Context: an optimization exercise on an open-source flow, tuned for small area. The choices shown serve that exercise and are no tape-out recipe. Only simulation tests tie the RTL to the original design; equivalence was not proved. No activity file was given, so power comes from the tool's default toggle rates.

## design/flow/config.mk

```make
export PLATFORM = sky130hd
export DESIGN_NAME = linked_list_fsm
export DESIGN_NICKNAME = linked_list_fsm
export VERILOG_FILES = /design/flow/design.v
export SDC_FILE = /design/flow/constraint.sdc
export NUM_CORES = 4
export LEC_CHECK = 0
export CAP_MARGIN = 20
export CORE_MARGIN = 2
export CORE_UTILIZATION = 40
export SLEW_MARGIN = 20
export SYNTH_HIERARCHICAL = 1
```

## design/flow/constraint.sdc

```tcl
create_clock -name core_clock -period 10.0 [get_ports {clk}]
set_input_delay 2.0000 -clock core_clock [delete_from_list [all_inputs] [get_ports {clk}]]
set_output_delay 2.0000 -clock core_clock [all_outputs]
set_load 0.01 [all_outputs]
```

## design/flow/design.v

```verilog
module seven_segment_driver(
    input wire clk,
    input wire reset,
    input wire show,
    input wire [7:0] data_in,
    output reg [6:0] seg,
    output reg [3:0] an
);
    localparam S_NORMAL_DISPLAY   = 1'b0;
    localparam S_RESET_DISPLAY    = 1'b1;
    parameter FIVE_SECONDS_COUNT = 40;                 
    reg state;
    reg [5:0] count;
    always @(posedge clk) begin
        count <= reset ? 6'd0 : count + 6'd1;
        if (reset)
            state <= S_RESET_DISPLAY;
        else if (count == FIVE_SECONDS_COUNT)
            state <= S_NORMAL_DISPLAY;
    end
    wire [1:0] digit_select = count[2:1];
    wire [3:0] nib = digit_select[0] ? data_in[7:4] : data_in[3:0];
    wire       nib_on = show & ~digit_select[1];
    always @(*) begin
        case (digit_select)
            2'b00: an = 4'b1110;
            2'b01: an = 4'b1101;
            2'b10: an = 4'b1011;
            default: an = 4'b0111;
        endcase
        if (state == S_RESET_DISPLAY) begin
            case (digit_select)
                2'b00: seg = 7'b0000111;
                2'b01: seg = 7'b0010010;
                2'b10: seg = 7'b0101111;
                default: seg = 7'b0111111;
            endcase
        end else if (!nib_on) begin
            seg = 7'b1111111;
        end else begin
            case (nib)
                4'h0: seg = 7'b1000000;
                4'h1: seg = 7'b1111001;
                4'h2: seg = 7'b0100100;
                4'h3: seg = 7'b0110000;
                4'h4: seg = 7'b0011001;
                4'h5: seg = 7'b0010010;
                4'h6: seg = 7'b0000010;
                4'h7: seg = 7'b1111000;
                4'h8: seg = 7'b0000000;
                4'h9: seg = 7'b0010000;
                4'hA: seg = 7'b0001000;
                4'hB: seg = 7'b0000011;
                4'hC: seg = 7'b1000110;
                4'hD: seg = 7'b0100001;
                4'hE: seg = 7'b0000110;
                default: seg = 7'b1111111;
            endcase
        end
    end
endmodule
module linked_list_fsm #(
    parameter MAX_NODES         = 32,
    parameter MAX_DISPLAY_COUNT = 7,
    parameter TWO_SECONDS_COUNT = 15
)(
    input  wire clk,
    input  wire BTNC,
    input  wire [7:0] SW_data,
    input  wire [2:0] SW_op,
    output reg  LED0,
    output reg  LED1,
    output wire [6:0] seg,
    output wire [3:0] an
);
    localparam [3:0] S_IDLE            = 4'd0,
                     S_INSERT_H        = 4'd1,
                     S_INSERT_T_START  = 4'd2,
                     S_INSERT_T_FIND   = 4'd3,
                     S_INSERT_T_FINISH = 4'd4,
                     S_DELETE_START    = 4'd5,
                     S_DELETE_FIND     = 4'd6,
                     S_DELETE_FINISH   = 4'd7,
                     S_TRAVERSE_START  = 4'd8,
                     S_TRAVERSE_SHOW   = 4'd9,
                     S_ERROR_DISPLAY   = 4'd10;
    reg [3:0] state, next_state;
    reg [5:0] len;       
    reg [5:0] used;      
    reg [5:0] k;         
    reg [2:0] cnt;       
    reg       is_ovf;
    reg [2:0] prev_op;
    reg op_pending;
    wire op_changed = (SW_op != prev_op);
    always @(posedge clk or posedge BTNC) begin
        if (BTNC) op_pending <= 1'b0;
        else if (op_changed) op_pending <= 1'b1;
        else if (state != S_IDLE) op_pending <= 1'b0;
    end
    always @(posedge clk or posedge BTNC) begin
        if (BTNC) prev_op <= 3'b000;
        else if (op_changed) prev_op <= SW_op;
    end
    wire full    = used[5];
    wire empty   = (len == 6'd0);
    wire at_end  = (k == len);
    wire [7:0] cur;
    wire match   = (cur == SW_data);
    always @(*) begin
        next_state = state;
        case (state)
            S_IDLE:
                if (op_pending) begin
                    case (SW_op)
                        3'b100: next_state = S_INSERT_H;
                        3'b101: next_state = S_INSERT_T_START;
                        3'b110: next_state = S_DELETE_START;
                        3'b111: next_state = S_TRAVERSE_START;
                        default: next_state = S_IDLE;
                    endcase
                end
            S_INSERT_H:        next_state = full ? S_ERROR_DISPLAY : S_IDLE;
            S_INSERT_T_START:  next_state = full ? S_ERROR_DISPLAY : (empty ? S_INSERT_H : S_INSERT_T_FIND);
            S_INSERT_T_FIND:   next_state = at_end ? S_INSERT_T_FINISH : S_INSERT_T_FIND;
            S_INSERT_T_FINISH: next_state = S_IDLE;
            S_DELETE_START:    next_state = empty ? S_ERROR_DISPLAY : S_DELETE_FIND;
            S_DELETE_FIND:     next_state = (at_end || match) ? S_DELETE_FINISH : S_DELETE_FIND;
            S_DELETE_FINISH:   next_state = at_end ? S_ERROR_DISPLAY : S_IDLE;
            S_TRAVERSE_START:  next_state = empty ? S_IDLE : S_TRAVERSE_SHOW;
            S_TRAVERSE_SHOW:   next_state = at_end ? S_IDLE : S_TRAVERSE_SHOW;
            S_ERROR_DISPLAY:   next_state = ({k[0], cnt} == 4'd15) ? S_IDLE : S_ERROR_DISPLAY;
            default:           next_state = S_IDLE;
        endcase
        LED0 = (state == S_ERROR_DISPLAY) &  is_ovf;
        LED1 = (state == S_ERROR_DISPLAY) & ~is_ovf;
    end
    wire rotate  = (state == S_INSERT_T_FIND);
    wire do_head = ((state == S_INSERT_H) | ((state == S_INSERT_T_START) & ~empty)) & ~full;
    wire do_del  = (state == S_DELETE_FINISH) & ~at_end & match;
    always @(posedge clk or posedge BTNC) begin
        if (BTNC) begin
            state  <= S_IDLE;
            len    <= 6'd0;
            used   <= 6'd0;
        end else begin
            state <= next_state;
            if (((state == S_INSERT_H) | (state == S_INSERT_T_START)) & ~full)
                used <= used + 6'd1;
            else if (do_del)
                used <= used - 6'd1;
            if (((state == S_INSERT_H) & ~full) | (state == S_INSERT_T_FINISH)) len <= len + 6'd1;
            else if (do_del)                                                   len <= len - 6'd1;
        end
    end
    always @(posedge clk) begin
            if (next_state == S_ERROR_DISPLAY && state != S_ERROR_DISPLAY)
                is_ovf <= (state == S_INSERT_H) | (state == S_INSERT_T_START);
            case (state)
                S_INSERT_T_START: k <= 6'd1;
                S_DELETE_START, S_TRAVERSE_START: begin k <= 6'd0; cnt <= 3'd0; end
                S_INSERT_T_FIND:  k <= inc[8:3];
                S_DELETE_FIND:    if (!(at_end || match)) k <= inc[8:3];
                S_TRAVERSE_SHOW:  {k, cnt} <= inc;
                S_ERROR_DISPLAY:  {k[0], cnt} <= inc[3:0];
                default: ;
            endcase
            if (next_state == S_ERROR_DISPLAY && state != S_ERROR_DISPLAY) begin
                k[0] <= 1'b0;
                cnt  <= 3'd0;
            end
    end
    wire step_k = (state == S_INSERT_T_FIND) | (state == S_DELETE_FIND);
    wire [8:0] inc = {k, cnt | {3{step_k}}} + 9'd1;
    wire [255:0] q;
    wire [31:0]  rsel;
    wire [4:0]   raddr = rotate ? len[4:0] : k[4:0];
    ll_decode dec_r (.a(raddr), .onehot(rsel));
    ll_read rdmux (.sel(rsel), .q(q), .d(cur));
    wire shr = do_head | rotate;
    wire [31:0] sl, sh;
    ll_sel sel (.a(k[4:0]), .shr(shr), .del(do_del), .sl(sl), .sh(sh));
    genvar p;
    generate
        for (p = 0; p < 32; p = p + 1) begin : slot
            if (p == 0) begin : s0
                ll_slot0 s (
                    .clk(clk), .sn(do_head), .sr(rotate), .sl(sl[0]), .sh(sh[0]),
                    .n(SW_data), .r(cur), .b(q[15:8]), .q(q[7:0])
                );
            end else if (p == 31) begin : s31
                ll_slot1 s (
                    .clk(clk), .sr(shr), .sh(sh[31]), .a(q[8*30 +: 8]), .q(q[8*31 +: 8])
                );
            end else begin : sm
                ll_slot2 s (
                    .clk(clk), .sr(shr), .sl(sl[p]), .sh(sh[p]),
                    .a(q[8*(p-1) +: 8]), .b(q[8*(p+1) +: 8]), .q(q[8*p +: 8])
                );
            end
        end
    endgenerate
    seven_segment_driver display (
        .clk(clk),
        .reset(BTNC),
        .show((state == S_TRAVERSE_SHOW) && !at_end),
        .data_in(cur),
        .seg(seg),
        .an(an)
    );
endmodule
module ll_slot0 (
    input  wire clk,
    input  wire sn, sr, sl, sh,
    input  wire [7:0] n, r, b,
    output reg  [7:0] q
);
    always @(posedge clk)
        q <= ({8{sn}} & n) | ({8{sr}} & r) | ({8{sl}} & b) | ({8{sh}} & q);
endmodule
module ll_slot2 (
    input  wire clk,
    input  wire sr, sl, sh,
    input  wire [7:0] a, b,
    output reg  [7:0] q
);
    always @(posedge clk)
        q <= ({8{sr}} & a) | ({8{sl}} & b) | ({8{sh}} & q);
endmodule
module ll_slot1 (
    input  wire clk,
    input  wire sr, sh,
    input  wire [7:0] a,
    output reg  [7:0] q
);
    always @(posedge clk)
        q <= ({8{sr}} & a) | ({8{sh}} & q);
endmodule
module ll_decode (
    input  wire [4:0]  a,
    output wire [31:0] onehot
);
    genvar i;
    generate
        for (i = 0; i < 32; i = i + 1) begin : d
            assign onehot[i] = (a == i);
        end
    endgenerate
endmodule
module ll_read (
    input  wire [31:0]  sel,
    input  wire [255:0] q,
    output wire [7:0]   d
);
    wire [8*11-1:0] gn;
    genvar g;
    generate
        for (g = 0; g < 10; g = g + 1) begin : grp
            ll_rd3 r (.s(sel[3*g +: 3]), .q(q[24*g +: 24]), .n(gn[8*g +: 8]));
        end
    endgenerate
    ll_rd2 r10 (.s(sel[31:30]), .q(q[255:240]), .n(gn[80 +: 8]));
    integer i;
    reg [7:0] acc;
    always @(*) begin
        acc = 8'h00;
        for (i = 0; i < 11; i = i + 1)
            acc = acc | ~gn[8*i +: 8];
    end
    assign d = acc;
endmodule
module ll_rd3 (
    input  wire [2:0]  s,
    input  wire [23:0] q,
    output wire [7:0]  n
);
    assign n = ~(({8{s[0]}} & q[7:0]) | ({8{s[1]}} & q[15:8]) | ({8{s[2]}} & q[23:16]));
endmodule
module ll_rd2 (
    input  wire [1:0]  s,
    input  wire [15:0] q,
    output wire [7:0]  n
);
    assign n = ~(({8{s[0]}} & q[7:0]) | ({8{s[1]}} & q[15:8]));
endmodule
module ll_sel (
    input  wire [4:0]  a,
    input  wire        shr,
    input  wire        del,
    output wire [31:0] sl,
    output wire [31:0] sh
);
    genvar i;
    generate
        for (i = 0; i < 32; i = i + 1) begin : d
            assign sl[i] = del & (i >= a);
            assign sh[i] = ~(shr | sl[i]);
        end
    endgenerate
endmodule
```

## design/flow/flow/run.sh

```bash
#!/bin/bash
# Layout flow: the standard flow (standard.sh) with three changes:
#  1. after the standard synthesis, combinational cells that the mapper
#     upsized are put back to drive strength 1 (timing repair later sizes
#     up whatever needs it; registers are left as synthesis made them);
#  2. port buffers use the smallest buffer cell;
#  3. clock tree synthesis clusters sinks more coarsely and inserts no
#     dummy loads.
# Each step's output goes to a log file of its own in this folder.
set -euo pipefail
export BUFFER_PORTS_ARGS="-buffer_cell sky130_fd_sc_hd__buf_1"
export CTS_ARGS="-sink_clustering_enable -repair_clock_nets -dont_use_dummy_load -sink_clustering_size 22 -sink_clustering_max_diameter 80 -buf_list sky130_fd_sc_hd__clkbuf_16"
RES=$PWD/orfs/results/sky130hd/linked_list_fsm/base

bash standard.sh synth > synth.log 2>&1
python3 flow/downsize.py "$RES/1_2_yosys.v" > downsize.log 2>&1
rm -f "$RES/1_synth.odb" "$RES/1_synth.sdc"
bash standard.sh finish > finish.log 2>&1
```

## design/flow/flow/downsize.py

```python
# Put combinational cells of the synthesized netlist back to drive strength 1
# where the library has that size and it is smaller. Registers, latches and
# clock cells are left alone.
import os, re, sys

net = sys.argv[1]
lib = os.path.join(os.environ.get('FLOW_HOME', '/OpenROAD-flow-scripts/flow'),
                   'platforms/sky130hd/lib/sky130_fd_sc_hd__tt_025C_1v80.lib')
text = open(lib).read()
area = {c: float(a) for c, a in re.findall(
    r'cell \("?(sky130_fd_sc_hd__\w+)"?\)\s*\{.*?area\s*:\s*([\d.]+)', text, re.S)}
skip = re.compile(r'__(df|edf|sdf|dl|clk|lpflow|probe|conb|tap|fill|decap|diode)')

src = open(net).read()
count = {}
def swap(cell):
    mm = re.match(r'(sky130_fd_sc_hd__\w+?)_(\d+)$', cell)
    if not mm or skip.search(cell):
        return cell
    small = mm.group(1) + '_1'
    if small != cell and small in area and area[small] < area.get(cell, 0):
        count[cell] = count.get(cell, 0) + 1
        return small
    return cell
out = re.sub(r'(?m)^(\s*)(sky130_fd_sc_hd__\w+)(\s)',
             lambda m: m.group(1) + swap(m.group(2)) + m.group(3), src)
open(net, 'w').write(out)
for c, n in sorted(count.items()):
    print(f'{c} -> _1: {n}')
print('cells resized:', sum(count.values()))
```

## design/flow/standard.sh

```bash
#!/bin/bash
# synth_recipe.tcl (not shown) runs the flow's synth.tcl, then flattens the netlist and writes it again
# the make line also repeats each setting of config.mk as NAME=value (left out here)
make -C /OpenROAD-flow-scripts/flow DESIGN_CONFIG=/design/flow/config.mk WORK_HOME=/design/flow/orfs CLKGATE_MAP_FILE= SYNTH_SCRIPT=/design/flow/synth_recipe.tcl "${@:-finish}"
```

==> results of run 1 <==
==> layer usage <==
layer	GRT usage, %	vias up
met5	0	-
met1	31.5	6151
li1	-	5661
met4	6.48	0
met2	34.7	612
met3	3.18	67
==> flip-flops by register name, summed over array words and instances (netlist names), 4 cells and up <==
signal	count
slot.genblk1.s31.s.q	8
len	6
k	6
used	6
slot.s0.s.q	8
state	4
slot.genblk1.sm.s.q	240
display.count	6
==> critical path, cell delays in order (launching register included) <==
cell                       delay [ns]
sky130_fd_sc_hd__dfrtp_1         0.69
sky130_fd_sc_hd__nand2_1         0.30
sky130_fd_sc_hd__or3_1           0.50
sky130_fd_sc_hd__inv_2           0.28
sky130_fd_sc_hd__nand2_1         0.09
sky130_fd_sc_hd__nand2_1         0.18
sky130_fd_sc_hd__nand3b_1        0.27
sky130_fd_sc_hd__nor2_1          0.20
sky130_fd_sc_hd__a222oi_1        0.70
sky130_fd_sc_hd__nand4_1         0.30
sky130_fd_sc_hd__or3_1           0.52
sky130_fd_sc_hd__mux2i_1         0.75
sky130_fd_sc_hd__mux2_2          0.41
sky130_fd_sc_hd__a21oi_1         0.15
sky130_fd_sc_hd__nor2_1          0.05
sky130_fd_sc_hd__buf_1           0.12
==> layout make-up <==
class | count | area, um^2 | share of cell area (%)
Timing Repair Buffer | 34 | 166 | 1.15
Sequential cell | 293 | 6030 | 41.5
Clock buffer | 18 | 450 | 3.10
Tap cell | 455 | 569 | 3.92
Inverter | 258 | 968 | 6.67
Multi-Input combinational cell | 804 | 6330 | 43.6
==> power breakdown <==
group | switching (mW) | internal (mW) | leakage, nW
logic | 0.567 | 0.229 | 4.17
registers | 0.0946 | 1.22 | 2.46
clock network | 0.381 | 0.321 | 0.222
total | 1.04 | 1.77 | 6.85
==> worst max path at each step <==
stage | from | endpoint | slack [ns] | cells after the start
floorplan | state[1] | seg[6] | 3.78 | 19
global placement | state[1] | seg[6] | 2.65 | 15
detailed placement | state[1] | seg[6] | 2.57 | 15
CTS | state[1] | seg[6] | 2.01 | 15
global route | state[1] | seg[3] | 1.58 | 17
finish | state[1] | seg[6] | 1.96 | 15
==> metrics list, run 1 <==
* Via density: 6.71
- Input and output buffers added on the ports amount to 25.
- Hold timing on the final database bottoms out at a slack of 0.468 ns.
- The first TritonRoute pass finished after 13 iterations.
* Initial antenna violation count: 1
- CTS built an H-tree with a depth of 1.
- Setup repair after global routing left no endpoint under its margin.
- Detailed-routing wirelength on met1: 18.2 mm
- The endpoint identified for the worst register-to-register timing path is slot[10].genblk1.sm.s.q[6].
- The worst setup path is of the reg2out kind.
- The worst setup path is launched from a register.
* # setup viols final: 0
* Worst Setup Slack post-DPL: 2.57 ns
* Sinks on Clock Net: 293
- The floorplan step defined a core boundary enclosing 0.0345 mm^2.
- Buffers inserted during clock tree synthesis total 18.
* Minimum setup slack among reg-to-reg paths: 2.72 ns
- The tool flagged a number of max-cap violations equal to 0.
* Remaining number of nets flagged by the antenna check after routing: 0
- Peak ir drop on the vdd network: 121 uV
* Wire per inst: 22.2 um
- Synthesized netlist cell count: 1,514
- In this run the static leakage power is 6.85 nW.
- The hold violation count in the final report was 0.
- Final non-filler cell area: 0.0145 mm^2
- Adding up every negative setup slack in the final design gives 0 ns.
- Clock latency reported for the late side of the worst-skew pair: 0.52 ns
* DIE HEIGHT: 191 um
- Non-filler cells, final: 1,862
* Most frequent cells in the layout: sky130_fd_sc_hd__a222oi_1, sky130_fd_sc_hd__dfxtp_1, sky130_fd_sc_hd__inv_1
- Hold buffer count at CTS: 0
- After detailed routing, the total wire length is 41.4 mm.
- Total cell area at the placement stage: 0.0140 mm^2
* Sort of element at the end of the critical path: output pin
- In the routed design, unresolved DRC markers number 0.
* # resized after CTS: 0
* Routed wl met2: 18.7 mm
- The number of max-slew violations in the final report came to 0.
- Total routing usage reported by global routing: 22.1%
- WHS Path Cells: 1
- CTS tree: done
* Largest clock skew in the final design: 0.0622 ns
- The startpoint identified for the worst register-to-register timing path is state[1].
* Count of nets after finishing: 1,441
- In this run, placement finished with an instance count of 1,842.
- Clock slew seen by the registers of the worst setup and hold paths: 0.08 ns
- Achievable Freq: 124 MHz
- Reg2reg path depth: 19
- Counting the fill cells in the layout gives 3,439.
* Worst path setup slack after routing: 1.96 ns
- 26 I/O pins were placed.
- The startpoint identified for the worst hold timing path is display.count[0].
* Routability Congestion: 0.932
- Mapped Avg Cell Area: 9.27 um^2
- Worst Max-Slew Pin Slew: 1.14 ns
- The worst hold path belongs to the class reg2reg.
- Total power of the final layout: 2.81 mW
- Data on the critical path arrives at its endpoint at 6.04 ns.
- Root Buffer Master: sky130_fd_sc_hd__clkbuf_16
- Signed area change from the synthesized netlist to the final layout: 3.38%
* Global route total overflow: 0
* Top Metal Used: met4
- After the first detailed-routing iteration, the DRC count stood at 2,855.
- Measured on the finished design, the core utilization comes to 42.0%.
- The first global-routing pass estimated 65.8 mm of wire.
- Critical path peak fanout: 18
- The final critical path takes up 80.4% of the cycle.
* Cell Pwr Density: 194 mW/mm^2
* Synth Warn #: 12
- Headroom to the max-slew limit came out at 23.3%.
- Minimum clock period after layout: 8.04 ns
- Antenna diode instance count: 0
* Number of global-route vias before repair: 11,485
* Buffer levels on the longest clock path: 3
* Outcome: no timing/DRC/antenna violations
- In this run the horizontal extent of the chip is 191 um.
- Leaving out fill and tap cells, the most frequent cell in the layout is sky130_fd_sc_hd__a222oi_1.
- Starting density of the core: 40.6%
- The routed layout has 12,491 vias.
* Number of setup buffers added after CTS: 0
- Once detailed placement completed, the half-perimeter wirelength came to 29.9 mm.
* Largest net degree at the start of global routing: 204
* Data required time of the critical path: 8.00 ns
* DIE AREA: 0.0366 mm^2
- Met3 layer wire length in the routed design: 3.36 mm
- Layout cell share with drive strength beyond 1: 3.20%
* End point of the most critical hold path: display.count[0]
* Core Rows: 68
* Mapped Area: 0.0140 mm^2
==> run 2: changes to the inputs <==
--- a/design/flow/design.v
+++ b/design/flow/design.v
@@ -83,13 +83,13 @@
                      S_DELETE_FINISH   = 4'd7,
                      S_TRAVERSE_START  = 4'd8,
                      S_TRAVERSE_SHOW   = 4'd9,
-                     S_ERROR_DISPLAY   = 4'd10;
+                     S_ERROR_OVF       = 4'd10,    
+                     S_ERROR_UNF       = 4'd11;    
     reg [3:0] state, next_state;
     reg [5:0] len;       
-    reg [5:0] used;      
+    reg [5:0] cap;       
     reg [5:0] k;         
     reg [2:0] cnt;       
-    reg       is_ovf;
     reg [2:0] prev_op;
     reg op_pending;
     wire op_changed = (SW_op != prev_op);
@@ -102,7 +102,7 @@
         if (BTNC) prev_op <= 3'b000;
         else if (op_changed) prev_op <= SW_op;
     end
-    wire full    = used[5];
+    wire full    = (len == cap);
     wire empty   = (len == 6'd0);
     wire at_end  = (k == len);
     wire [7:0] cur;
@@ -120,21 +120,24 @@
                         default: next_state = S_IDLE;
                     endcase
                 end
-            S_INSERT_H:        next_state = full ? S_ERROR_DISPLAY : S_IDLE;
-            S_INSERT_T_START:  next_state = full ? S_ERROR_DISPLAY : (empty ? S_INSERT_H : S_INSERT_T_FIND);
+            S_INSERT_H:        next_state = full ? S_ERROR_OVF : S_IDLE;
+            S_INSERT_T_START:  next_state = full ? S_ERROR_OVF : (empty ? S_INSERT_H : S_INSERT_T_FIND);
             S_INSERT_T_FIND:   next_state = at_end ? S_INSERT_T_FINISH : S_INSERT_T_FIND;
             S_INSERT_T_FINISH: next_state = S_IDLE;
-            S_DELETE_START:    next_state = empty ? S_ERROR_DISPLAY : S_DELETE_FIND;
+            S_DELETE_START:    next_state = empty ? S_ERROR_UNF : S_DELETE_FIND;
             S_DELETE_FIND:     next_state = (at_end || match) ? S_DELETE_FINISH : S_DELETE_FIND;
-            S_DELETE_FINISH:   next_state = at_end ? S_ERROR_DISPLAY : S_IDLE;
+            S_DELETE_FINISH:   next_state = at_end ? S_ERROR_UNF : S_IDLE;
             S_TRAVERSE_START:  next_state = empty ? S_IDLE : S_TRAVERSE_SHOW;
             S_TRAVERSE_SHOW:   next_state = at_end ? S_IDLE : S_TRAVERSE_SHOW;
-            S_ERROR_DISPLAY:   next_state = ({k[0], cnt} == 4'd15) ? S_IDLE : S_ERROR_DISPLAY;
+            S_ERROR_OVF,
+            S_ERROR_UNF:       next_state = ({k[0], cnt} == 4'd15) ? S_IDLE : state;
             default:           next_state = S_IDLE;
         endcase
-        LED0 = (state == S_ERROR_DISPLAY) &  is_ovf;
-        LED1 = (state == S_ERROR_DISPLAY) & ~is_ovf;
-    end
+        LED0 = (state == S_ERROR_OVF);
+        LED1 = (state == S_ERROR_UNF);
+    end
+    wire in_error    = (state == S_ERROR_OVF) | (state == S_ERROR_UNF);
+    wire enter_error = ~in_error & ((next_state == S_ERROR_OVF) | (next_state == S_ERROR_UNF));
     wire rotate  = (state == S_INSERT_T_FIND);
     wire do_head = ((state == S_INSERT_H) | ((state == S_INSERT_T_START) & ~empty)) & ~full;
     wire do_del  = (state == S_DELETE_FINISH) & ~at_end & match;
@@ -142,33 +145,30 @@
         if (BTNC) begin
             state  <= S_IDLE;
             len    <= 6'd0;
-            used   <= 6'd0;
+            cap    <= 6'd32;
         end else begin
             state <= next_state;
-            if (((state == S_INSERT_H) | (state == S_INSERT_T_START)) & ~full)
-                used <= used + 6'd1;
-            else if (do_del)
-                used <= used - 6'd1;
+            if ((state == S_INSERT_T_START) & ~full & empty)
+                cap <= cap - 6'd1;
             if (((state == S_INSERT_H) & ~full) | (state == S_INSERT_T_FINISH)) len <= len + 6'd1;
             else if (do_del)                                                   len <= len - 6'd1;
         end
     end
     always @(posedge clk) begin
-            if (next_state == S_ERROR_DISPLAY && state != S_ERROR_DISPLAY)
-                is_ovf <= (state == S_INSERT_H) | (state == S_INSERT_T_START);
-            case (state)
-                S_INSERT_T_START: k <= 6'd1;
-                S_DELETE_START, S_TRAVERSE_START: begin k <= 6'd0; cnt <= 3'd0; end
-                S_INSERT_T_FIND:  k <= inc[8:3];
-                S_DELETE_FIND:    if (!(at_end || match)) k <= inc[8:3];
-                S_TRAVERSE_SHOW:  {k, cnt} <= inc;
-                S_ERROR_DISPLAY:  {k[0], cnt} <= inc[3:0];
-                default: ;
-            endcase
-            if (next_state == S_ERROR_DISPLAY && state != S_ERROR_DISPLAY) begin
-                k[0] <= 1'b0;
-                cnt  <= 3'd0;
-            end
+        case (state)
+            S_INSERT_T_START: k <= 6'd1;
+            S_DELETE_START, S_TRAVERSE_START: begin k <= 6'd0; cnt <= 3'd0; end
+            S_INSERT_T_FIND:  k <= inc[8:3];
+            S_DELETE_FIND:    if (!(at_end || match)) k <= inc[8:3];
+            S_TRAVERSE_SHOW:  {k, cnt} <= inc;
+            S_ERROR_OVF,
+            S_ERROR_UNF:      {k[0], cnt} <= inc[3:0];
+            default: ;
+        endcase
+        if (enter_error) begin
+            k[0] <= 1'b0;
+            cnt  <= 3'd0;
+        end
     end
     wire step_k = (state == S_INSERT_T_FIND) | (state == S_DELETE_FIND);
     wire [8:0] inc = {k, cnt | {3{step_k}}} + 9'd1;
@@ -259,7 +259,7 @@
             ll_rd3 r (.s(sel[3*g +: 3]), .q(q[24*g +: 24]), .n(gn[8*g +: 8]));
         end
     endgenerate
-    ll_rd2 r10 (.s(sel[31:30]), .q(q[255:240]), .n(gn[80 +: 8]));
+    ll_rd3 r10 (.s({1'b0, sel[31:30]}), .q({8'h00, q[255:240]}), .n(gn[80 +: 8]));
     integer i;
     reg [7:0] acc;
     always @(*) begin
@@ -276,13 +276,6 @@
 );
     assign n = ~(({8{s[0]}} & q[7:0]) | ({8{s[1]}} & q[15:8]) | ({8{s[2]}} & q[23:16]));
 endmodule
-module ll_rd2 (
-    input  wire [1:0]  s,
-    input  wire [15:0] q,
-    output wire [7:0]  n
-);
-    assign n = ~(({8{s[0]}} & q[7:0]) | ({8{s[1]}} & q[15:8]));
-endmodule
 module ll_sel (
     input  wire [4:0]  a,
     input  wire        shr,
==> run 2 against run 1 <==
Clock power is 0.9% lower. Maximum frequency is 0.62% higher. Total power is 60% higher. Non-clock buffer count is 3 higher. Combinational power grew to 2.5 times the previous value. Worst setup slack better by 0.049 ns. Synthesized cell count is 1.8% lower. Core utilization hardly changed. Via count is 0.77% higher. Largest cell class unchanged.
==> metrics list, run 2 <==
- The number of levels the H-tree was split into came to 1 (unchanged).
- Synthesized netlist cell count: 1,486 (was 1,514)
- The growth of design area from synthesis to finish is 4.15% (was 3.38%).
* Non-filler cells, final: 1,848 (was 1,862)
- WP data arrival: 5.99 ns (was 6.04 ns)
* Part of the total power dissipated in combinational logic: 44.7% (was 28.3%)
- The wire length of the first global-routing pass came to 67.1 mm (was 65.8 mm).
- The final-layout worst hold slack is 0.461 ns (was 0.468 ns).
* Max FFs per register: 240 (unchanged)
* Largest clock skew in the final design: 0.0399 ns (was 0.0622 ns)
* Hold buffer count at CTS: 0 (unchanged)
- The count of filler cells inserted in the layout came to 3,353 (was 3,439).
- Wire per inst: 23.0 um (was 22.2 um)
* Minimum setup slack among reg-to-reg paths: 3.45 ns (was 2.72 ns)
* Slew HR: 25.1% (was 23.3%)
- Mapped Avg Cell Area: 9.32 um^2 (was 9.27 um^2)
- Final non-filler cell area: 0.0144 mm^2 (was 0.0145 mm^2)
* Total routing usage reported by global routing: 22.9% (was 22.1%)
- Peak ir drop on the vdd network: 252 uV (was 121 uV)
* Top Metal Used: met4 (unchanged)
- Portion of the clock cycle consumed by the worst path in the final layout: 79.9% (was 80.4%)
- Layout cell share with drive strength beyond 1: 3.66% (was 3.20%)
- Footprint of the flip-flops and latches: 0.00600 mm^2 (was 0.00603 mm^2)
- Initial antenna violation count: 0 (was 1)
- Top Registers: slot.genblk1.sm.s.q x240, slot.s0.s.q x8, slot.genblk1.s31.s.q x8 (unchanged)
* Worst path setup slack after routing: 2.01 ns (was 1.96 ns)
- Antenna diode instance count: 0 (unchanged)
- The hold violation count in the final report came to 0 (unchanged).
- The maximum net fanout on the critical path is 12 (was 18).
- The final number of setup-violating endpoints was 0 (unchanged).
- The amount of wire on met3 after detailed routing came to 3.53 mm (was 3.36 mm).
* Most flop-heavy register: slot.genblk1.sm.s.q (unchanged)
- The combined area of the multi-input logic cells came to 0.00623 mm^2 (was 0.00633 mm^2).
* WHS Path Cells: 1 (unchanged)
* Number of DRC markers after the initial detailed-route iteration: 2,927 (was 2,855)
- Number of global-route vias before repair: 11,351 (was 11,485)
* Sequential fraction of design power: 39.8% (was 46.7%)
- The leftover overflow at the end of global routing came to 0 (unchanged).
* Total cell area at the placement stage: 0.0139 mm^2 (was 0.0140 mm^2)
- The x dimension of the die came to 190 um (was 191 um).
- Sinks on Clock Net: 292 (was 293)
* Largest net degree at the start of global routing: 107 (was 204)
* # port buffers: 25 (unchanged)
- Synth Warn #: 12 (unchanged)
- The highest attainable clock frequency was 125 MHz (was 124 MHz).
- Setup repair after global routing missed its margin: false (unchanged)
- Net switching power: 2.10 mW (was 1.04 mW)
* # resized after CTS: 0 (unchanged)
* Placeable core region: 0.0343 mm^2 (was 0.0345 mm^2)
- Static leakage: 6.75 nW (was 6.85 nW)
- Routed wl met2: 19.6 mm (was 18.7 mm)
- The via density per instance is 6.81 (was 6.71).
- Routability Congestion: 0.956 (was 0.932)
- The category of the worst setup path capture point is an output pin (unchanged).
- Total placed cells including tap cells: 1,828 (was 1,842)
* Worst r2r src: state[3] (was state[1])
* Via count: 12,587 (was 12,491)
- The routed wire length is 42.6 mm (was 41.4 mm).
- Starting density of the core: 40.4% (was 40.6%)
- Setup TNS: 0 ns (unchanged)
- Cell Pwr Density: 312 mW/mm^2 (was 194 mW/mm^2)
- Buffer levels on the longest clock path: 3 (unchanged)
- The switching power share of the total came to 46.7% (was 37.1%).
* Total CTS buffers: 18 (unchanged)
- Worst Max-Slew Pin Slew: 1.12 ns (was 1.14 ns)
- Clock share of power: 15.5% (was 25.0%)
* Pins Over Slew Limit: 0 (unchanged)
* Most common library cell in the layout ignoring fill and taps: sky130_fd_sc_hd__a222oi_1 (unchanged)
* Total I/O pin count: 26 (unchanged)
- End point of the most critical hold path: display.count[0] (unchanged)
- Worst reg2reg path endpoint: slot[10].genblk1.sm.s.q[6] (unchanged)
- The worst-case reg-to-reg path depth is 18 (was 19).
- Clock latency reported for the late side of the worst-skew pair: 0.52 ns (about the same)
* Final HPWL DP: 30.6 mm (was 29.9 mm)
* DIE HEIGHT: 190 um (was 191 um)
- The internal power came to 2.40 mW (was 1.77 mW).
* Root Buffer Master: sky130_fd_sc_hd__clkbuf_16 (unchanged)
- The power consumption is 4.49 mW (was 2.81 mW).
- Count of nets after finishing: 1,423 (was 1,441)
- Worst min-delay path class: reg2reg (unchanged)
* Outcome: no timing/DRC/antenna violations (unchanged)
* Drt drc: 0 (unchanged)
- The clock edge transition at the registers on the reported setup and hold paths came to 0.08 ns (about the same).
- Type of the worst setup path: reg2out (unchanged)
- The reported max-cap violation count was 0 (unchanged).
- Detailed-routing iteration count for the pre-antenna-repair pass: 17 (was 13)
* CTS tree: done (unchanged)
- The minimum clock period came to 7.99 ns (was 8.04 ns).
* Worst Setup Slack post-DPL: 2.70 ns (was 2.57 ns)
- DIE AREA: 0.0361 mm^2 (was 0.0366 mm^2)
- The post-route core utilization was 42.1% (was 42.0%).
- Remaining number of nets flagged by the antenna check after routing: 0 (unchanged)
- Number of setup buffers added after CTS: 0 (unchanged)
- Data required time of the critical path: 8.00 ns (about the same)
- Core Rows: 68 (unchanged)
- Detailed-routing wirelength on met1: 18.1 mm (was 18.2 mm)
- Worst hold start: display.count[0] (unchanged)
* Most frequent cells in the layout: sky130_fd_sc_hd__a222oi_1, sky130_fd_sc_hd__dfxtp_1, sky130_fd_sc_hd__inv_1 (unchanged)
- Setup crit start kind: register (unchanged)
* Mapped Area: 0.0138 mm^2 (was 0.0140 mm^2)
## run 2: cell types whose count changed in the layout (fill, tap and decap cells not counted), moves of 4 or more
cell,previous run,this run
sky130_fd_sc_hd__xnor2_1,29,36
sky130_fd_sc_hd__conb_1,0,9
sky130_fd_sc_hd__nand2_1,47,35
sky130_fd_sc_hd__mux2_2,5,9
sky130_fd_sc_hd__a222oi_1,320,328
sky130_fd_sc_hd__o21ai_0,18,13
sky130_fd_sc_hd__a21oi_1,44,38
sky130_fd_sc_hd__buf_4,5,10
sky130_fd_sc_hd__inv_1,255,262
sky130_fd_sc_hd__a22oi_1,25,16
sky130_fd_sc_hd__mux2_1,4,0
## run 2: layer usage
layer	global-route usage [%]	vias to the layer above
met2	36.7	704
met1	32.3	6197
met4	6.77	0
met5	0	-
met3	2.86	92
li1	-	5594
## run 2: power by group through the flow
stage	combinational (mW)	sequential [mW]	clock [mW]
2_1_floorplan	1.64	1.66	0
3_3_place_gp	1.91	1.81	0
3_5_place_dp	1.94	1.80	0
4_1_cts	1.95	1.78	0.715
5_1_grt	2.21	1.82	0.759
6_report	2.01	1.79	0.696
## run 2: final cells by class
type / instances / share of cell area, %
flip-flops and latches: 292 / 41.6
repair buffers: 37 / 1.24
inverters: 264 / 6.87
clock buffers: 18 / 3.12
multi-input cells: 782 / 43.2
well taps: 455 / 3.95
## run 2: worst max-delay path: stages, from the launching register on
cell and delay [ns]:
sky130_fd_sc_hd__dfrtp_1 0.56, sky130_fd_sc_hd__nor2_1 0.12, sky130_fd_sc_hd__nand3_1 0.33, sky130_fd_sc_hd__inv_1 0.30
sky130_fd_sc_hd__o21ai_0 0.69, sky130_fd_sc_hd__or3_1 0.32, sky130_fd_sc_hd__nor2_1 0.19, sky130_fd_sc_hd__a222oi_1 0.57
sky130_fd_sc_hd__nand4_1 0.32, sky130_fd_sc_hd__or3_1 0.54, sky130_fd_sc_hd__mux2i_1 0.45, sky130_fd_sc_hd__inv_1 0.18
sky130_fd_sc_hd__ha_1 0.28, sky130_fd_sc_hd__mux2_2 0.27, sky130_fd_sc_hd__a21oi_1 0.15, sky130_fd_sc_hd__nor2_1 0.06
sky130_fd_sc_hd__buf_1 0.13
## run 2: worst max path at each step
stage / startpoint / endpoint / slack, ns / cells after the start
2_1_floorplan: state[1] / seg[6] / 4.08 / 14
3_3_place_gp: state[3] / seg[6] / 2.80 / 15
3_5_place_dp: state[2] / seg[6] / 2.70 / 16
4_1_cts: state[3] / seg[6] / 2.10 / 16
5_1_grt: state[3] / seg[4] / 1.70 / 16
6_report: state[3] / seg[6] / 2.01 / 16
==> run 3: changes to the inputs <==
--- a/design/flow/design.v
+++ b/design/flow/design.v
@@ -100,7 +100,7 @@
     end
     always @(posedge clk or posedge BTNC) begin
         if (BTNC) prev_op <= 3'b000;
-        else if (op_changed) prev_op <= SW_op;
+        else prev_op <= SW_op;       
     end
     wire full    = (len == cap);
     wire empty   = (len == 6'd0);
==> run 3 against run 2 <==
Core utilization up 0.15 points. Critical path depth down 2. Still clean on timing, DRC and antenna. Sequential power is 6% higher. Critical path type unchanged. Synthesized cell count about the same. Non-clock buffer count is 1 higher. Worst hold slack gained 0.0047 ns. Combinational power rose by 7%. Maximum frequency increased by 2.0%. Critical endpoint unchanged.
==> metrics list, run 3 <==
- Setup crit start kind: register (unchanged)
- The category of the worst setup path capture point is an output pin (unchanged).
* Routability Congestion: 0.894 (was 0.956)
* Most frequent cells in the layout: sky130_fd_sc_hd__a222oi_1, sky130_fd_sc_hd__dfxtp_1, sky130_fd_sc_hd__inv_1 (unchanged)
- Type of the worst setup path: reg2out (unchanged)
* Initial antenna violation count: 1 (was 0)
* DIE AREA: 0.0361 mm^2 (about the same)
- Count of fill cells added during filler insertion: 3,354 (was 3,353)
- Portion of the clock cycle consumed by the worst path in the final layout: 78.3% (was 79.9%)
* Minimum clock period after layout: 7.83 ns (was 7.99 ns)
* Wire per inst: 22.0 um (was 23.0 um)
- The average size of a mapped cell came to 9.31 um^2 (was 9.32 um^2).
* Outcome: no timing/DRC/antenna violations (unchanged)
- The register with the most flip-flops was slot.genblk1.sm.s.q (unchanged).
- The detailed-route DRC error count is 0 (unchanged).
- The most common library cell in the layout ignoring fill and taps is sky130_fd_sc_hd__a222oi_1 (unchanged).
* Clock latency reported for the late side of the worst-skew pair: 0.53 ns (was 0.52 ns)
- Cell Pwr Density: 328 mW/mm^2 (was 312 mW/mm^2)
* Achievable Freq: 128 MHz (was 125 MHz)
- The placeable core region is 0.0343 mm^2 (unchanged).
- Setup repair after global routing missed its margin: false (unchanged).
- The largest net degree at the start of global routing was 281 (was 107).
* # setup viols final: 0 (unchanged)
- Detailed-routing iteration count for the pre-antenna-repair pass: 17 (unchanged)
- The flip-flop count of the largest register after layout was 240 (unchanged).
- Final HPWL DP: 29.1 mm (was 30.6 mm)
- The via density per instance was 6.60 (was 6.81).
* Sum of routed wire length over all layers: 40.8 mm (was 42.6 mm)
- Signed area change from the synthesized netlist to the final layout: 4.48% (was 4.15%)
- DIE HEIGHT: 190 um (about the same)
- The total via count after detailed routing is 12,221 (was 12,587).
- The hold violation count in the final report was 0 (unchanged).
* Buffer levels on the longest clock path: 3 (unchanged)
* Setup TNS: 0 ns (unchanged)
- The reported max-cap violation count came to 0 (unchanged).
- The number of routed nets with antenna violations is 0 (unchanged).
* Peak ir drop on the vdd network: 268 uV (was 252 uV)
- The maximum clock skew at final layout came to 0.0531 ns (was 0.0399 ns).
- The worst endpoint required time is 8.00 ns (about the same).
- Top Registers: slot.genblk1.sm.s.q x240, slot.s0.s.q x8, slot.genblk1.s31.s.q x8 (unchanged)
- Global route total overflow: 0 (unchanged)
- Clock slew seen by the registers of the worst setup and hold paths: 0.09 ns (was 0.08 ns)
- The transition at the pin with the smallest max-transition slack came to 1.03 ns (was 1.12 ns).
- Root Buffer Master: sky130_fd_sc_hd__clkbuf_16 (unchanged)
- The relative slew slack is 31.0% (was 25.1%).
- The x dimension of the die is 190 um (about the same).
- # resized after CTS: 0 (unchanged)
* Count of nets after finishing: 1,428 (was 1,423)
- The violation count after the first detailed-routing iteration is 2,835 (was 2,927).
- Number of global-route vias before repair: 11,334 (was 11,351)
* Total CTS buffers: 18 (unchanged)
- The maximum net fanout on the critical path was 16 (was 12).
* WP data arrival: 5.83 ns (was 5.99 ns)
- Starting density of the core: 40.4% (about the same)
* Antenna diode instance count: 0 (unchanged)
- The post-synthesis cell count came to 1,487 (was 1,486).
- The number of clock sinks seen by CTS is 292 (unchanged).
- Synth Warn #: 12 (unchanged)
- The boundary pin count was 26 (unchanged).
- Core Rows: 68 (unchanged)
* Number of setup buffers added after CTS: 0 (unchanged)
- Pins Over Slew Limit: 0 (unchanged)
- Mapped Area: 0.0138 mm^2 (about the same)
* First-pass GRT wire length: 64.8 mm (was 67.1 mm)
- The overall track demand over capacity in global routing is 22.0% (was 22.9%).
* Static leakage: 6.76 nW (was 6.75 nW)
* Hold buffer count at CTS: 0 (unchanged)
- The share of post-route cells with drive strength above 1 is 4.22% (was 3.66%).
- Worst min-delay path class: reg2reg (unchanged)
- The area of all placed cells without fillers came to 0.0145 mm^2 (was 0.0144 mm^2).
- The CTS tree was done (unchanged).
- The count of buffers from port buffering is 25 (unchanged).
- The number of levels the H-tree was split into was 1 (unchanged).
- Total cell area at the placement stage: 0.0140 mm^2 (was 0.0139 mm^2)
-- run 3: area by class of cell --
| class | count | area [um^2] | area share [%] |
|---|---|---|---|
| Sequential cell | 292 | 6000 | 41.4 |
| Multi-Input combinational cell | 787 | 6250 | 43.2 |
| Timing Repair Buffer | 38 | 219 | 1.51 |
| Inverter | 263 | 987 | 6.82 |
| Clock buffer | 18 | 450 | 3.11 |
| Tap cell | 455 | 569 | 3.93 |
-- run 3: routing by layer --
| layer | part of all wire [%] | track usage (%) | vias up |
|---|---|---|---|
| met4 | 2.7 | 6.86 | 0 |
| met1 | 44 | 31.7 | 5978 |
| met2 | 46 | 34.9 | 572 |
| met3 | 7.3 | 2.01 | 70 |
| li1 | - | - | 5601 |
| met5 | 0 | 0 | - |
-- run 3: power by group --
group          leakage [nW]  switching, mW  internal [mW]
Sequential             2.47          0.403           1.49
Combinational          4.06           1.42          0.731
Clock                 0.222          0.377          0.322
Total                  6.76           2.20           2.55
-- run 3: worst paths after layout --
kind	from	to	slack [ns]	cells after the start
worst max register to register	state[2]	slot[10].genblk1.sm.s.q[6]	3.07	18
min in group asynchronous	BTNC	len[2]	1.76	2
max in group asynchronous	BTNC	state[2]	7.70	2
worst max-delay path	state[2]	seg[6]	2.17	14
worst min-delay path	display.count[0]	display.count[0]	0.47	1
worst min register to register	display.count[0]	display.count[0]	0.47	1
-- run 3: worst max-delay path: stages, from the launching register on --
cell and delay [ns]:
sky130_fd_sc_hd__dfrtp_1 0.46, sky130_fd_sc_hd__nor2_1 0.32, sky130_fd_sc_hd__and3_1 0.65, sky130_fd_sc_hd__mux2_2 0.45
sky130_fd_sc_hd__nand2b_1 0.30, sky130_fd_sc_hd__nor2_1 0.25, sky130_fd_sc_hd__a222oi_1 0.54, sky130_fd_sc_hd__nand4_1 0.21
sky130_fd_sc_hd__or3_1 0.50, sky130_fd_sc_hd__mux2i_1 0.56, sky130_fd_sc_hd__ha_1 0.38, sky130_fd_sc_hd__o311ai_0 0.32
sky130_fd_sc_hd__a21oi_1 0.08, sky130_fd_sc_hd__nor2_1 0.13, sky130_fd_sc_hd__buf_1 0.17
-- run 3: through the flow --
stage | utilization, % | cells | hold slack [ns] | power [mW] | worst slack [ns]
after floorplan | - | 1495 | 0.426 | 3.48 | 3.75
after global placement | 40.7 | 1832 | 0.441 | 3.93 | 2.85
after detailed placement | 40.7 | 1833 | 0.450 | 3.98 | 2.75
after CTS | 42.1 | 1851 | 0.471 | 4.69 | 2.23
after global routing | 42.2 | 1853 | 0.494 | 5.07 | 1.76
final | 42.2 | 1853 | 0.465 | 4.74 | 2.17
==> run 4: changes to the inputs <==
--- a/design/flow/flow/run.sh
+++ b/design/flow/flow/run.sh
@@ -9,7 +9,7 @@
 # Each step's output goes to a log file of its own in this folder.
 set -euo pipefail
 export BUFFER_PORTS_ARGS="-buffer_cell sky130_fd_sc_hd__buf_1"
-export CTS_ARGS="-sink_clustering_enable -repair_clock_nets -dont_use_dummy_load -sink_clustering_size 22 -sink_clustering_max_diameter 80 -buf_list sky130_fd_sc_hd__clkbuf_16"
+export CTS_ARGS="-sink_clustering_enable -repair_clock_nets -dont_use_dummy_load -sink_clustering_size 12 -sink_clustering_max_diameter 70 -buf_list sky130_fd_sc_hd__clkbuf_8"
 RES=$PWD/orfs/results/sky130hd/linked_list_fsm/base
 
 bash standard.sh synth > synth.log 2>&1
==> run 4 against run 3 <==
Combinational power about the same. Sequential cell count did not move. Design area decreased by 0.41%. Cell count rose by 0.54%. Worst hold slack got worse by 0.00054 ns. Sequential share of layout area is 0.17 points higher. Global-route usage increased by 0.080 points. Clock power is 8.7% lower. Synthesized cell count is the same. Critical path type unchanged. Largest cell class unchanged. Highest routed layer unchanged.
==> metrics list, run 4 <==
- The reported max-cap violation count was 0 (unchanged).
* Cell-by-cell trace of the critical path: nor2_1 -> and3_1 -> mux2_2 -> nand2b_1 -> nor2_1 -> a222oi_1 -> nand4_1 -> or3_1 -> mux2i_1 -> mux2_2 -> a21oi_1 -> nor2_1 -> buf_1 (was nor2_1 -> and3_1 -> mux2_2 -> nand2b_1 -> nor2_1 -> a222oi_1 -> nand4_1 -> or3_1 -> mux2i_1 -> ha_1 -> o311ai_0 -> a21oi_1 -> nor2_1 -> buf_1)
- The routed wire length came to 41.1 mm (was 40.8 mm).
- Slew HR: 30.3% (was 31.0%)
* Minimum clock period after layout: 7.92 ns (was 7.83 ns)
- The final-layout worst hold slack came to 0.465 ns (about the same).
* Total CTS buffers: 28 (was 18)
- The growth of design area from synthesis to finish was 4.05% (was 4.48%).
- Number of setup buffers added after CTS: 0 (unchanged)
- The kind of start point of the critical path was a register (unchanged).
- Total I/O pin count: 26 (unchanged)
- The maximum net fanout on the critical path is 16 (unchanged).
- The logic depth of the worst setup path including buffers was 13 (was 14).
* Global route total overflow: 0 (unchanged)
- The overall die area is 0.0361 mm^2 (unchanged).
- Top Registers: slot.genblk1.sm.s.q x240, slot.s0.s.q x8, slot.genblk1.s31.s.q x8 (unchanged)
* Max FFs per register: 240 (unchanged)
- The placeable core region is 0.0343 mm^2 (unchanged).
- Mapped Area: 0.0138 mm^2 (unchanged)
* Worst path buffer plus inverter count: 1 (unchanged)
- The effective utilization at floorplan was 40.4% (unchanged).
- The maximum clock skew at final layout came to 0.0220 ns (was 0.0531 ns).
* Routability Congestion: 0.894 (unchanged)
- The class of the tightest hold or removal check was reg2reg (unchanged).
- Synth Warn #: 12 (unchanged)
- The final worst-path cycle share was 79.2% (was 78.3%).
- The worst endpoint required time was 8.00 ns (about the same).
- The wire length of the first global-routing pass came to 65.1 mm (was 64.8 mm).
* Sinks on Clock Net: 292 (unchanged)
- The worst hold path depth is 1 (unchanged).
- The insertion delay to the later sink of the worst-skew pair was 0.60 ns (was 0.53 ns).
- The post-synthesis cell count came to 1,487 (unchanged).
* Wire per inst: 22.0 um (about the same)
* Root Buffer Master: sky130_fd_sc_hd__clkbuf_8 (was sky130_fd_sc_hd__clkbuf_16)
* Die span in x: 190 um (unchanged)
* Via density: 6.57 (was 6.60)
- The cell seen most often among critical-path stages was sky130_fd_sc_hd__nor2_1 (unchanged).
- The detailed-route DRC error count is 0 (unchanged).
- The total via count after detailed routing came to 12,247 (was 12,221).
- The largest net degree at the start of global routing was 281 (unchanged).
- Total routing usage reported by global routing: 22.1% (was 22.0%)
* Antenna diode instance count: 0 (unchanged)
- Type of the worst setup path: reg2out (unchanged)
- The sum of negative setup slack is 0 ns (unchanged).
- Most frequent cells in the layout: sky130_fd_sc_hd__a222oi_1, sky130_fd_sc_hd__dfxtp_1, sky130_fd_sc_hd__inv_1 (unchanged)
* Peak ir drop on the vdd network: 269 uV (was 268 uV)
- Hold buffer count at CTS: 0 (unchanged)
* Most flop-heavy register: slot.genblk1.sm.s.q (unchanged)
* Reg2reg path depth: 18 (unchanged)
- Total cell area at the placement stage: 0.0140 mm^2 (unchanged)
- Total placed cells including tap cells: 1,833 (unchanged)
* Most common library cell in the layout ignoring fill and taps: sky130_fd_sc_hd__a222oi_1 (unchanged)
- Pins Over Slew Limit: 0 (unchanged)
- Detailed-routing iteration count for the pre-antenna-repair pass: 14 (was 17)
- Initial antenna violation count: 1 (unchanged)
- The number of standard-cell rows in the floorplan was 68 (unchanged).
- Buffer levels on the longest clock path: 3 (unchanged)
- Number of DRC markers after the initial detailed-route iteration: 2,864 (was 2,835)
* Final HPWL DP: 29.1 mm (unchanged)
- Layout cell share with drive strength beyond 1: 4.97% (was 4.22%)
* Number of global-route vias before repair: 11,371 (was 11,334)
- Setup repair after global routing missed its margin: false (unchanged).
- Mapped Avg Cell Area: 9.31 um^2 (unchanged)
- Final Hold Violating Endpoints: 0 (unchanged)
* Achievable Freq: 126 MHz (was 128 MHz)
- CTS tree: done (unchanged)
* Worst Max-Slew Pin Slew: 1.04 ns (was 1.03 ns)
- Cell Pwr Density: 325 mW/mm^2 (was 328 mW/mm^2)
- The final net count is 1,438 (was 1,428).
- Non-filler cells, final: 1,863 (was 1,853)
- # resized after CTS: 0 (unchanged)
* Count of fill cells added during filler insertion: 3,356 (was 3,354)
- The count of buffers from port buffering came to 25 (unchanged).
- Largest incremental delay on the critical path: 0.78 ns (was 0.65 ns)
- The number of routed nets with antenna violations came to 0 (unchanged).
- # setup viols final: 0 (unchanged)
- Total power of the final layout: 4.68 mW (was 4.74 mW)
- H-tree lvl count: 1 (unchanged)
- The master of the slowest instance on the critical path is sky130_fd_sc_hd__mux2i_1 (was sky130_fd_sc_hd__and3_1).
- Outcome: no timing/DRC/antenna violations (unchanged).
- The area of all placed cells without fillers was 0.0144 mm^2 (was 0.0145 mm^2).
- WP data arrival: 5.92 ns (was 5.83 ns)
- The category of the worst setup path capture point was an output pin (unchanged).
* Clock slew seen by the registers of the worst setup and hold paths: 0.10 ns (was 0.09 ns)
- The largest delay contributor family on the critical path is simple AND/OR/NAND/NOR gates (unchanged).
- Static leakage: 6.74 nW (was 6.76 nW)
- DIE HEIGHT: 190 um (unchanged)
run 4: worst paths after layout:
kind                             startpoint                         end  slack, ns
max                                state[2]                      seg[6]       2.08
min                        display.count[0]            display.count[0]       0.46
max reg2reg                        state[2]  slot[10].genblk1.sm.s.q[6]       3.19
min reg2reg                display.count[0]            display.count[0]       0.46
max in group asynchronous              BTNC                      len[0]       7.78
min in group asynchronous              BTNC                    state[0]       1.68
run 4: worst reg2reg max path, stage by stage, from the launching register on:
cell	delay, ns
sky130_fd_sc_hd__dfrtp_1	0.48
sky130_fd_sc_hd__nor2_1	0.32
sky130_fd_sc_hd__and3_1	0.66
sky130_fd_sc_hd__mux2_2	0.45
sky130_fd_sc_hd__nand2b_1	0.29
sky130_fd_sc_hd__nor2_1	0.22
sky130_fd_sc_hd__a222oi_1	0.69
sky130_fd_sc_hd__nand4_1	0.18
sky130_fd_sc_hd__or3_1	0.49
sky130_fd_sc_hd__xnor2_1	0.17
sky130_fd_sc_hd__nand4_1	0.10
sky130_fd_sc_hd__nor2_1	0.24
sky130_fd_sc_hd__nand3b_1	0.17
sky130_fd_sc_hd__inv_1	0.49
sky130_fd_sc_hd__nand2b_1	0.34
sky130_fd_sc_hd__inv_2	0.48
sky130_fd_sc_hd__a31oi_1	0.42
sky130_fd_sc_hd__a222oi_1	0.44
sky130_fd_sc_hd__inv_1	0.06
run 4: through the flow:
| stage | setup slack, ns | utilization, % |
|---|---|---|
| after floorplan | 3.75 | - |
| after global placement | 2.85 | 40.7 |
| after detailed placement | 2.75 | 40.7 |
| after CTS | 2.10 | 41.9 |
| after global routing | 1.62 | 42.0 |
| final | 2.08 | 42.0 |
run 4: routing by layer:
layer  share of wire [%]  wire length (um)  global-route usage (%)  vias to the layer above
li1                    -                 -                       -                     5606
met1                  44             18200                    31.9                     5976
met2                  45             18600                    34.3                      580
met3                 7.4              3050                    2.58                       85
met4                 3.0              1230                    7.36                        0
met5                   0                 0                       0                        -
run 4: cell type report:
type / instances / area (um^2) / area share (%)
timing repair buffer: 38 / 219 / 1.52
multi-input combinational: 787 / 6250 / 43.4
clock buffer: 28 / 385 / 2.67
inverter: 263 / 987 / 6.85
tap: 455 / 569 / 3.95
sequential: 292 / 6000 / 41.6
run 4: power breakdown:
group          internal, mW  total [mW]  switching, mW
clock network         0.248       0.638          0.390
registers              1.49        1.90          0.405
logic                 0.732        2.15           1.41
total                  2.47        4.68           2.21
==> run 5: changes to the inputs <==
--- a/design/flow/design.v
+++ b/design/flow/design.v
@@ -100,7 +100,7 @@
     end
     always @(posedge clk or posedge BTNC) begin
         if (BTNC) prev_op <= 3'b000;
-        else prev_op <= SW_op;       
+        else if (op_changed) prev_op <= SW_op;
     end
     wire full    = (len == cap);
     wire empty   = (len == 6'd0);
==> run 5 against run 4 <==
Core utilization fell by 0.14 points. Critical endpoint unchanged. Highest routed layer unchanged. Sequential power fell by 6%. Critical path depth rose by 3. Global-route usage rose by 1.0 points. Count of clock-buffer cells in the layout rose by 1. Combinational power fell by 7%.
==> metrics list, run 5 <==
- Outcome: no timing/DRC/antenna violations (unchanged)
- The growth of design area from synthesis to finish is 3.74% (was 4.05%).
* Cell-by-cell trace of the critical path: nor2_1 -> nand3_1 -> inv_1 -> o21ai_0 -> or3_1 -> nor2_1 -> a222oi_1 -> nand4_1 -> or3_1 -> mux2i_1 -> inv_1 -> ha_1 -> mux2_2 -> a21oi_1 -> nor2_1 -> buf_1 (was nor2_1 -> and3_1 -> mux2_2 -> nand2b_1 -> nor2_1 -> a222oi_1 -> nand4_1 -> or3_1 -> mux2i_1 -> mux2_2 -> a21oi_1 -> nor2_1 -> buf_1)
- Total routing usage reported by global routing: 23.1% (was 22.1%)
- The final number of setup-violating endpoints is 0 (unchanged).
- The average detailed-routed wire length per instance was 23.0 um (was 22.0 um).
- Reg2reg path depth: 18 (unchanged)
- The class of the tightest hold or removal check was reg2reg (unchanged).
- The number of max-slew violations in the final report is 0 (unchanged).
* Clock slew seen by the registers of the worst setup and hold paths: 0.08 ns (was 0.10 ns)
- The final weighted congestion of routability-driven global placement was 0.956 (was 0.894).
- The placeable core region was 0.0343 mm^2 (unchanged).
- The TritonCTS buffer count was 29 (was 28).
* H-tree lvl count: 1 (unchanged)
- Static leakage: 6.74 nW (about the same)
- Number of global-route vias before repair: 11,451 (was 11,371)
- The number of buffers and inverters on the critical path is 3 (was 1).
* CTS tree: done (unchanged)
* Antenna diode instance count: 0 (unchanged)
* Crit-path leading delay family: simple AND/OR/NAND/NOR gates (unchanged)
* Number of DRC markers after the initial detailed-route iteration: 2,597 (was 2,864)
* Final Hold Violating Endpoints: 0 (unchanged)
* Synth Warn #: 12 (unchanged)
- Most common library cell in the layout ignoring fill and taps: sky130_fd_sc_hd__a222oi_1 (unchanged)
* Footprint of the flip-flops and latches: 0.00600 mm^2 (unchanged)
* Core Rows: 68 (unchanged)
* Final HPWL DP: 30.6 mm (was 29.1 mm)
- The average size of a mapped cell came to 9.32 um^2 (was 9.31 um^2).
- The x dimension of the die came to 190 um (about the same).
- The count of filler cells inserted in the layout was 3,369 (was 3,356).
- Remaining number of nets flagged by the antenna check after routing: 0 (unchanged)
- The flip-flop count of the largest register after layout was 240 (unchanged).
- Largest clock skew in the final design: 0.0447 ns (was 0.0220 ns)
* Initial antenna violation count: 1 (unchanged)
- The number of cells after detailed placement was 1,828 (was 1,833).
- Worst Setup Slack post-DPL: 2.70 ns (was 2.75 ns)
- Critical path peak fanout: 12 (was 16)
- The leftover overflow at the end of global routing came to 0 (unchanged).
- The largest net degree at the start of global routing came to 107 (was 281).
* Setup TNS: 0 ns (unchanged)
- Number of setup buffers added after CTS: 0 (unchanged)
- Root Buffer Master: sky130_fd_sc_hd__clkbuf_8 (unchanged)
- The total via count after detailed routing came to 12,621 (was 12,247).
- Detailed-routing iteration count for the pre-antenna-repair pass: 14 (unchanged)
- Most flop-heavy register: slot.genblk1.sm.s.q (unchanged)
- Minimum clock period after layout: 8.12 ns (was 7.92 ns)
- The via density per instance came to 6.79 (was 6.57).
- The kind of start point of the critical path was a register (unchanged).
- WHS Path Cells: 1 (unchanged)
* Setup repair after global routing missed its margin: false (unchanged)
- Sum of routed wire length over all layers: 42.8 mm (was 41.1 mm)
- The cell seen most often among critical-path stages was sky130_fd_sc_hd__nor2_1 (unchanged).
* Largest incremental delay on the critical path: 0.71 ns (was 0.78 ns)
- The logic depth of the worst setup path including buffers was 16 (was 13).
- The share of post-route cells with drive strength above 1 came to 4.34% (was 4.97%).
- The power consumption was 4.44 mW (was 4.68 mW).
- The critical path class is reg2out (unchanged).
* Total I/O pin count: 26 (unchanged)
* Count of nets after finishing: 1,434 (was 1,438)
- # resized after CTS: 0 (unchanged)
- The total of hold buffers inserted after clock tree synthesis is 0 (unchanged).
* Clock latency reported for the late side of the worst-skew pair: 0.61 ns (was 0.60 ns)
- Most frequent cells in the layout: sky130_fd_sc_hd__a222oi_1, sky130_fd_sc_hd__dfxtp_1, sky130_fd_sc_hd__inv_1 (unchanged)
- WP data arrival: 6.12 ns (was 5.92 ns)
* # port buffers: 25 (unchanged)
- Top Registers: slot.genblk1.sm.s.q x240, slot.s0.s.q x8, slot.genblk1.s31.s.q x8 (unchanged).
- The ratio of total power to cell area is 309 mW/mm^2 (was 325 mW/mm^2).
- DIE HEIGHT: 190 um (about the same)
- The worst endpoint required time is 8.00 ns (about the same).
- The wire length of the first global-routing pass came to 67.5 mm (was 65.1 mm).
- The number of standard cells in the layout, taps in and fillers out was 1,859 (was 1,863).
- The number of buffers on the longest clock path is 3 (unchanged).
- The area of all placed cells without fillers is 0.0144 mm^2 (about the same).
- Drt drc: 0 (unchanged)
- Slew HR: 23.7% (was 30.3%)
- The overall die area was 0.0361 mm^2 (about the same).
- The slack of the critical path was 1.88 ns (was 2.08 ns).
- Sort of element at the end of the critical path: output pin (unchanged)
- Mapped Area: 0.0138 mm^2 (about the same)
- The highest attainable clock frequency was 123 MHz (was 126 MHz).
- The reported max-cap violation count was 0 (unchanged).
- The placed instance area is 0.0139 mm^2 (was 0.0140 mm^2).
* Peak ir drop on the vdd network: 252 uV (was 269 uV)
- The number of clock sinks seen by CTS came to 292 (unchanged).
- The master of the slowest instance on the critical path is sky130_fd_sc_hd__o21ai_0 (was sky130_fd_sc_hd__mux2i_1).
* Footprint of the multi-input gates: 0.00623 mm^2 (was 0.00625 mm^2)
- The post-synthesis cell count is 1,486 (was 1,487).
- Portion of the clock cycle consumed by the worst path in the final layout: 81.2% (was 79.2%)
* Starting density of the core: 40.4% (about the same)
- The transition at the pin with the smallest max-transition slack is 1.14 ns (was 1.04 ns).
==> run 5: through the flow <==
step | hold WS (ns) | utilization (%)
final | 0.464 | 41.9
after global routing | 0.489 | 41.9
after CTS | 0.469 | 41.8
after detailed placement | 0.450 | 40.7
after global placement | 0.443 | 40.7
after floorplan | 0.426 | -
==> run 5: layer usage <==
metal	track usage [%]	share of wire, %	vias to the layer above
li1	-	-	5610
met1	32.2	42	6231
met2	36.5	45	665
met3	3.43	9.0	115
met4	8.08	3.6	0
met5	0	0	-
==> run 5: report_power, final <==
group	internal (mW)	switching (mW)	leakage, nW
sequential	1.44	0.347	2.47
combinational	0.633	1.38	4.06
clock	0.256	0.390	0.209
total	2.33	2.11	6.74
==> run 5: worst paths after layout <==
check / end / slack, ns / from
hold / removal: display.count[0] / 0.46 / display.count[0]
setup / recovery: seg[6] / 1.88 / state[2]
setup reg to reg: slot[28].genblk1.sm.s.q[6] / 3.38 / state[2]
hold reg to reg: display.count[0] / 0.46 / display.count[0]
min in group asynchronous: cap[0] / 1.69 / BTNC
max in group asynchronous: state[0] / 7.80 / BTNC
==> run 5: area by class of cell <==
class,instances,area share [%]
Timing Repair Buffer,37,1.25
Multi-Input combinational cell,782,43.4
Clock buffer,29,2.78
Sequential cell,292,41.8
Tap cell,455,3.96
Inverter,264,6.90
==> run 5: worst register-to-register path: stages, from the launching register on <==
cell,delay [ns]
sky130_fd_sc_hd__dfrtp_1,0.55
sky130_fd_sc_hd__nor2_1,0.13
sky130_fd_sc_hd__nand3_1,0.32
sky130_fd_sc_hd__inv_1,0.31
sky130_fd_sc_hd__o21ai_0,0.71
sky130_fd_sc_hd__or3_1,0.33
sky130_fd_sc_hd__nor2_1,0.20
sky130_fd_sc_hd__a222oi_1,0.59
sky130_fd_sc_hd__nand4_1,0.30
sky130_fd_sc_hd__or3_1,0.53
sky130_fd_sc_hd__xnor2_1,0.16
sky130_fd_sc_hd__nand4_1,0.16
sky130_fd_sc_hd__nor4_2,0.07
sky130_fd_sc_hd__buf_4,0.24
sky130_fd_sc_hd__nand2b_1,0.30
sky130_fd_sc_hd__inv_2,0.30
sky130_fd_sc_hd__a211oi_1,1.01
sky130_fd_sc_hd__a222oi_1,0.28
sky130_fd_sc_hd__inv_1,0.09

==> afterwards: timing with drivers on the ports <==
No port has a modelled driver above. Below, the same layouts with a new extraction and two added sets of constraints. Step 1 (the two cells are an assumption about what drives the block):
set clk [get_ports {clk}]
set_driving_cell -lib_cell sky130_fd_sc_hd__clkbuf_16 $clk
set_driving_cell -lib_cell sky130_fd_sc_hd__buf_2 [delete_from_list [all_inputs] $clk]
Step 2 adds t to the input delays and takes it off the output delays; t is the mean of the earliest and latest rising clock arrival at the registers after step 1. Input paths then give back, and output paths get back, about the clock's delay inside the block. Slacks: ideal ports / drivers / drivers and shift; pairs: ideal ports / drivers.
run | t (ns) | setup slack, ns | worst register clock-pin slew, ns
run 1 | 0.537 | 1.965 / 1.917 / 2.454 | 0.09 / 0.09
run 2 | 0.558 | 2.014 / 1.959 / 2.517 | 0.10 / 0.10
run 3 | 0.559 | 2.171 / 2.116 / 2.676 | 0.10 / 0.10
run 4 | 0.642 | 2.081 / 2.029 / 2.671 | 0.10 / 0.10
run 5 | 0.645 | 1.881 / 1.828 / 2.474 | 0.09 / 0.09
After both steps every run listed still meets setup and hold.
